This is an optimization exercise on Yosys and OpenROAD, whose aim is small area, a short achievable clock period and few clock cycles per item, not a production implementation.
Where RTL was checked, it was by simulation tests only, not by an equivalence proof against the original.

==> flow/design.v <==
module mmc_s(
    input ld, clk,
    input [31:0] i_a, i_b,
    output [31:0] res,
    output done);
    function automatic [32:0] padd32(input [31:0] a, input [31:0] b, input c);
        reg [31:0] t, g, p, g0, p0;
        integer l, i, m;
        begin
            t = a ^ b;
            g0 = a;
            p0 = t;
            g0[0] = t[0] ? c : a[0];
            p0[0] = 1'b0;
            g = g0;
            p = p0;
            for (i = 1; i < 32; i = i + 1) begin
                g[i] = p0[i] ? g0[i - 1] : g0[i];
                p[i] = p0[i] & p0[i - 1];
            end
            for (l = 2; l < 32; l = l * 2)
                for (i = 0; i < 32; i = i + 1)
                    if (i & l) begin
                        m = (i & ~(l - 1)) - 1;
                        g[i] = p[i] ? g[m] : g[i];
                        p[i] = p[i] & p[m];
                    end
            padd32 = {g[31], t ^ {g[30:0], c}};
        end
    endfunction
    reg [31:0] x, y, u, v;
    reg        fy, dn;
    wire px = x[0];
    wire py = y[0] ^ fy;
    wire odd = px & py;
    wire [31:0] ny  = ~y;
    wire        cin = ~fy;
    wire [32:0] sc  = padd32(x, ny, cin);
    wire [32:0] s   = {~sc[32], sc[31:0]};
    wire        neg = s[32];
    wire        fin = &((x ^ ny) ~^ {x[30:0] | ny[30:0], cin});
    wire [31:0] p1  = s[32:1];
    wire [31:0] p2  = {1'b0, s[32:2]};
    wire [31:0] p3  = {2'b0, s[32:3]};
    wire [31:0] n1  = {1'b0, ~s[31:1]};
    wire [31:0] n2  = {2'b0, ~s[31:2]};
    wire [31:0] n3  = {3'b0, ~s[31:3]};
    wire [32:0] uv  = padd32(u, v, 1'b0);
    wire [31:0] sum = uv[31:0];
    function automatic [2:0] amt(input [2:1] l);
        amt = {~l[1] & ~l[2], ~l[1] & l[2], l[1]};
    endfunction
    wire [2:0] yl = y[2:0] ^ {3{fy}};   
    wire [2:0] kd = amt(s[2:1]);        
    wire [2:0] kx = amt(x[2:1]);
    wire [2:0] ky = amt(yl[2:1]);
    wire [2:0] kc = amt(x[2:1] | yl[2:1]);
    wire run  = ~ld & ~dn;
    wire sub  = run & odd;
    wire subx = sub & ~neg;             
    wire suby = sub & neg;              
    wire hb   = run & ~px & ~py;        
    wire hx   = run & ~px & py;         
    wire hy   = run & px & ~py;         
    wire [2:0] xd = {3{subx}} & kd;
    wire [2:0] yd = {3{suby}} & kd;
    wire [2:0] xh = ({3{hx}} & kx) | ({3{hb}} & kc);
    wire [2:0] yh = ({3{hy}} & ky) | ({3{hb}} & kc);
    wire [2:0] ud = xd | ({3{hx}} & kx);    
    wire [2:0] vd = yd | ({3{hy}} & ky);
    wire hold_x = ~(ld | subx | hx | hb);
    wire hold_y = ~(ld | suby | hy | hb);
    wire hold_u = ~(ld | suby | subx | hx);
    wire hold_v = ~(ld | subx | suby | hy);
    wire [34:0] bx = sub ? {2'b0, s[32:0]} : {3'b0, x};
    wire [34:0] by = sub ? {2'b0, ~s[32], ~s[31:0]} : {3'b0, y};
    wire [2:0]  sx = xd | xh;
    wire [2:0]  sy = yd | yh;
    always @(posedge clk) begin
        x  <= ({32{ld}} & i_a)
            | ({32{sx[0]}} & bx[32:1]) | ({32{sx[1]}} & bx[33:2]) | ({32{sx[2]}} & bx[34:3])
            | ({32{hold_x}} & x);
        y  <= ({32{ld}} & i_b)
            | ({32{sy[0]}} & by[32:1]) | ({32{sy[1]}} & by[33:2]) | ({32{sy[2]}} & by[34:3])
            | ({32{hold_y}} & y);
        u  <= ({32{ld}} & i_b) | ({32{suby}} & sum)
            | ({32{ud[0]}} & {u[30:0], 1'b0}) | ({32{ud[1]}} & {u[29:0], 2'b0}) | ({32{ud[2]}} & {u[28:0], 3'b0})
            | ({32{hold_u}} & u);
        v  <= ({32{subx}} & sum)
            | ({32{vd[0]}} & {v[30:0], 1'b0}) | ({32{vd[1]}} & {v[29:0], 2'b0}) | ({32{vd[2]}} & {v[28:0], 3'b0})
            | ({32{hold_v}} & v);
        fy <= suby | (~ld & fy);
        dn <= ~ld & (dn | (sub & fin));
    end
    assign res  = v;
    assign done = dn;
endmodule
Settings: LEC_CHECK=0, CAP_MARGIN=20, CORE_MARGIN=2, CORE_UTILIZATION=40, SETUP_SLACK_MARGIN=2.5, SLEW_MARGIN=20; clock period 5.5 ns.
standard.sh (not shown) runs the stock make flow with config.mk's settings and CLKGATE_MAP_FILE= SYNTH_SCRIPT=/design/flow/synth_recipe.tcl, a recipe that flattens the netlist after the stock synthesis.
==> flow/flow/run.sh <==
#!/bin/bash
# The standard layout (standard.sh, standard synthesis unchanged), with
# the port buffers made buf_2 cells instead of ORFS's default choice (a
# delay buffer); every input and output port still gets its own buffer.
set -o pipefail
cat standard.sh > standard_sh.txt
export BUFFER_PORTS_ARGS="-buffer_cell sky130_fd_sc_hd__buf_2"
bash standard.sh > standard.log 2>&1
Testbench counts at the start, summed over its fixed seeds: cycles 8,802, items 1,200.
Next try:
==> flow/design.v (replaced) <==
module mmc_s(
    input ld, clk,
    input [31:0] i_a, i_b,
    output [31:0] res,
    output done);
    function automatic [32:0] padd32(input [31:0] a, input [31:0] b, input c);
        reg [31:0] t, g, p, g0, p0;
        integer l, i, m;
        begin
            t = a ^ b;
            g0 = a;
            p0 = t;
            g0[0] = t[0] ? c : a[0];
            p0[0] = 1'b0;
            g = g0;
            p = p0;
            for (i = 1; i < 32; i = i + 1) begin
                g[i] = p0[i] ? g0[i - 1] : g0[i];
                p[i] = p0[i] & p0[i - 1];
            end
            for (l = 2; l < 32; l = l * 2)
                for (i = 0; i < 32; i = i + 1)
                    if (i & l) begin
                        m = (i & ~(l - 1)) - 1;
                        g[i] = p[i] ? g[m] : g[i];
                        p[i] = p[i] & p[m];
                    end
            padd32 = {g[31], t ^ {g[30:0], c}};
        end
    endfunction
    reg [31:0] x, y, u, v;
    reg        fy, dn;
    wire px = x[0];
    wire py = y[0] ^ fy;
    wire odd = px & py;
    wire [31:0] ny  = ~y;
    wire        cin = ~fy;
    wire [32:0] sc  = padd32(x, ny, cin);
    wire [32:0] s   = {~sc[32], sc[31:0]};
    wire        neg = s[32];
    wire        fin = &((x ^ ny) ~^ {x[30:0] | ny[30:0], cin});
    wire [31:0] p1  = s[32:1];
    wire [31:0] p2  = {1'b0, s[32:2]};
    wire [31:0] p3  = {2'b0, s[32:3]};
    wire [31:0] n1  = {1'b0, ~s[31:1]};
    wire [31:0] n2  = {2'b0, ~s[31:2]};
    wire [31:0] n3  = {3'b0, ~s[31:3]};
    wire        e2  = ~s[1];
    wire        e4  = e2 & ~s[2];
    wire [32:0] uv  = padd32(u, v, 1'b0);
    wire [31:0] sum = uv[31:0];
    wire run  = ~ld & ~dn;
    wire sub  = run & odd;
    wire subx = sub & ~neg;             
    wire suby = sub & neg;              
    wire k1   = ~e2;
    wire k2   = e2 & ~e4;
    wire k3   = e4;
    wire hx   = run & ~px;              
    wire hy   = run & ~py;              
    wire du1 = (subx & k1) | (hx & py);
    wire dv1 = (suby & k1) | (hy & px);
    wire kx = ~(ld | subx | hx);
    wire ky = ~(ld | suby | hy);
    wire ku = ~(ld | suby | subx | du1);
    wire kv = ~(ld | subx | suby | dv1);
    always @(posedge clk) begin
        x  <= ({32{ld}} & i_a) | ({32{subx & k1}} & p1) | ({32{subx & k2}} & p2) | ({32{subx & k3}} & p3)
            | ({32{hx}} & {1'b0, x[31:1]}) | ({32{kx}} & x);
        y  <= ({32{ld}} & i_b) | ({32{suby & k1}} & n1) | ({32{suby & k2}} & n2) | ({32{suby & k3}} & n3)
            | ({32{hy}} & {1'b0, y[31:1]}) | ({32{ky}} & y);
        u  <= ({32{ld}} & i_b) | ({32{suby}} & sum) | ({32{du1}} & {u[30:0], 1'b0})
            | ({32{subx & k2}} & {u[29:0], 2'b0}) | ({32{subx & k3}} & {u[28:0], 3'b0}) | ({32{ku}} & u);
        v  <= ({32{subx}} & sum) | ({32{dv1}} & {v[30:0], 1'b0})
            | ({32{suby & k2}} & {v[29:0], 2'b0}) | ({32{suby & k3}} & {v[28:0], 3'b0}) | ({32{kv}} & v);
        fy <= suby | (~ld & fy);
        dn <= ~ld & (dn | (sub & fin));
    end
    assign res  = v;
    assign done = dn;
endmodule
Effect:
- synthesized cell count shrinks by 4.9%
- critical path depth came out higher by 3
- via count shrinks by 9.1%
- sequential share of layout area rises by 1.7 points
- design area fell by 10%
- setup slack gains 0.18 ns
- area after synthesis shrinks by 0.49%
- clock skew barely changes
Testbench counts after the change, summed over its fixed seeds: cycles 9,782, items 1,200.

---

== the previous run ==
mmc_s, a different RTL version from the one above (not shown whole).
Size: ~1200 cells after synthesis, roughly 130 flip-flops.
==> module mmc_s, before the edit <==
module mmc_s(
    input ld, clk,
    input [31:0] i_a, i_b,
    output [31:0] res,
    output done);
    function automatic cout32(input [31:0] a, input [31:0] b, input c);
        reg [31:0] g, p;
        integer l, i;
        begin
            g = a & b;
            p = a | b;
            for (l = 1; l < 32; l = l * 2)
                for (i = 0; i < 32; i = i + 2 * l) begin
                    g[i + 2*l - 1] = g[i + 2*l - 1] | (p[i + 2*l - 1] & g[i + l - 1]);
                    p[i + 2*l - 1] = p[i + 2*l - 1] & p[i + l - 1];
                end
            cout32 = g[31] | (p[31] & c);
        end
    endfunction
    function automatic [32:0] padd32(input [31:0] a, input [31:0] b, input c);
        reg [31:0] g, p, t;
        integer l, i;
        begin
            t = a ^ b;
            g = a & b;
            p = t;
            g[0] = g[0] | (p[0] & c);
            for (l = 1; l < 32; l = l * 2)
                for (i = 0; i < 32; i = i + 1)
                    if (i & l) begin
                        g[i] = g[i] | (p[i] & g[(i & ~(l - 1)) - 1]);
                        p[i] = p[i] & p[(i & ~(l - 1)) - 1];
                    end
            padd32 = {g[31], t ^ {g[30:0], c}};
        end
    endfunction
    reg [31:0] x, y, u, v;
    reg        fy, dn;
    wire px = x[0];
    wire py = y[0] ^ fy;
    wire odd = px & py;
    wire [31:0] ny  = ~y;
    wire        cin = ~fy;
    wire [32:0] s;
    assign s[31:0] = padd32(x, ny, cin);
    assign s[32] = ~cout32(x, ny, cin);
    wire        neg = ~cout32(x, ny, cin);
    wire        fin = &((x ^ ny) ~^ {x[30:0] | ny[30:0], cin});
    wire [31:0] p1  = s[32:1];
    wire [31:0] p2  = {1'b0, s[32:2]};
    wire [31:0] p3  = {2'b0, s[32:3]};
    wire [31:0] n1  = {1'b0, ~s[31:1]};
    wire [31:0] n2  = {2'b0, ~s[31:2]};
    wire [31:0] n3  = {3'b0, ~s[31:3]};
    wire        e2  = ~s[1];
    wire        e4  = e2 & ~s[2];
    wire [31:0] sum = padd32(u, v, 1'b0);
    wire run  = ~ld & ~dn;
    wire sub  = run & odd;
    wire subx = sub & ~neg;             
    wire suby = sub & neg;              
    wire k1   = ~e2;
    wire k2   = e2 & ~e4;
    wire k3   = e4;
    wire hx   = run & ~px;              
    wire hy   = run & ~py;              
    wire du1 = (subx & k1) | (hx & py);
    wire dv1 = (suby & k1) | (hy & px);
    wire kx = ~(ld | subx | hx);
    wire ky = ~(ld | suby | hy);
    wire ku = ~(ld | suby | subx | du1);
    wire kv = ~(ld | subx | suby | dv1);
    always @(posedge clk) begin
        x  <= ({32{ld}} & i_a) | ({32{subx & k1}} & p1) | ({32{subx & k2}} & p2) | ({32{subx & k3}} & p3)
            | ({32{hx}} & {1'b0, x[31:1]}) | ({32{kx}} & x);
        y  <= ({32{ld}} & i_b) | ({32{suby & k1}} & n1) | ({32{suby & k2}} & n2) | ({32{suby & k3}} & n3)
            | ({32{hy}} & {1'b0, y[31:1]}) | ({32{ky}} & y);
        u  <= ({32{ld}} & i_b) | ({32{suby}} & sum) | ({32{du1}} & {u[30:0], 1'b0})
            | ({32{subx & k2}} & {u[29:0], 2'b0}) | ({32{subx & k3}} & {u[28:0], 3'b0}) | ({32{ku}} & u);
        v  <= ({32{subx}} & sum) | ({32{dv1}} & {v[30:0], 1'b0})
            | ({32{suby & k2}} & {v[29:0], 2'b0}) | ({32{suby & k3}} & {v[28:0], 3'b0}) | ({32{kv}} & v);
        fy <= suby | (~ld & fy);
        dn <= ~ld & (dn | (sub & fin));
    end
    assign res  = v;
    assign done = dn;
endmodule
clock: 5.5 ns
lec_check: 0
cap_margin: 20
core_margin: 2
core_utilization: 40
setup_slack_margin: 2.5
slew_margin: 20
run.sh (not shown) runs the stock make flow with config.mk's settings and CLKGATE_MAP_FILE= SYNTH_SCRIPT=/design/flow/synth_recipe.tcl, a recipe that flattens the netlist after the stock synthesis.
Stock flow here: none of the scripts above is used.
Testbench counts of the previous run, summed over its fixed seeds: cycles 9,782, items 1,200.
Input changes introduced in the current run (baseline for comparison: the previous run):
-- flow/design.v --
<<< the previous run, line 36
    endfunction
    reg [31:0] x, y, u, v;
    reg        fy, dn;
    wire px = x[0];
    wire py = y[0] ^ fy;
>>> the current run, line 36
    endfunction
    reg [31:0] x, y, u, v;
    reg        fy;
    wire px = x[0];
    wire py = y[0] ^ fy;
<<< the previous run, line 56
    wire        e4  = e2 & ~s[2];
    wire [31:0] sum = padd32(u, v, 1'b0);
    wire run  = ~ld & ~dn;
    wire sub  = run & odd;
    wire subx = sub & ~neg;             
>>> the current run, line 56
    wire        e4  = e2 & ~s[2];
    wire [31:0] sum = padd32(u, v, 1'b0);
    wire run  = ~ld & ~fin;           
    wire sub  = run & odd;
    wire subx = sub & ~neg;             
<<< the previous run, line 81
            | ({32{suby & k2}} & {v[29:0], 2'b0}) | ({32{suby & k3}} & {v[28:0], 3'b0}) | ({32{kv}} & v);
        fy <= suby | (~ld & fy);
        dn <= ~ld & (dn | (sub & fin));
    end
    assign res  = v;
    assign done = dn;
endmodule
>>> the current run, line 81
            | ({32{suby & k2}} & {v[29:0], 2'b0}) | ({32{suby & k3}} & {v[28:0], 3'b0}) | ({32{kv}} & v);
        fy <= suby | (~ld & fy);
    end
    assign res  = sum;
    assign done = fin;
endmodule
## What came out
The current run | status: complete | timing, DRC, antenna: pass. The previous run has completed all stages; timing, DRC and antenna checks passed. In the reports for the current run and the previous run, the larger clock buffer count in the final layout belongs to the current run. The current run against the previous run: die span in y went up 2.6%; synthesized cell count up 6.6%; cell count increased by about 13% relative to the old numbers. Die area came out higher on the current run than on the previous run. Against the previous run as the reference, the current run delivers a higher area growth from synthesis to layout. The current run vs. the previous run: worst setup slack before clock tree synthesis now sits lower; global-route usage now sits higher; worst-case hold slack now sits higher; fmax now sits lower.
No functional check of the RTL was part of the current run.

==> afterwards: timing with drivers on the ports <==
The flow's constraints put no driver on any port. The routed layouts listed below were extracted and timed again, unchanged, in two steps.
Step 1: set_driving_cell puts a clkbuf_16 on clk and a buf_2 on each other input, an assumption about the parent block.
Step 2 adds t to the input delays and takes it off the output delays; t is the mean of the earliest and latest rising clock arrival at the registers after step 1. Input paths then give back, and output paths get back, about the clock's delay inside the block.
Three values: ideal, step 1, step 2; two values: the first two.
run | shift t [ns] | slack for setup (ns) | worst setup path at the end
the first run of note 1 | 0.482 | 2.154 / 2.154 / 1.976 | input to register
the second run of note 1 | 0.473 | 2.334 / 2.334 / 1.973 | input to register
the previous run | 0.488 | 2.201 / 2.201 / 1.801 | input to register
the current run | 0.481 | 0.969 / 0.921 / 1.403 | register to output
After both steps every run listed still meets setup and hold. The setup slack of the previous run, which loses most, moves by 0.000 ns with the drivers and by -0.400 ns with both steps.
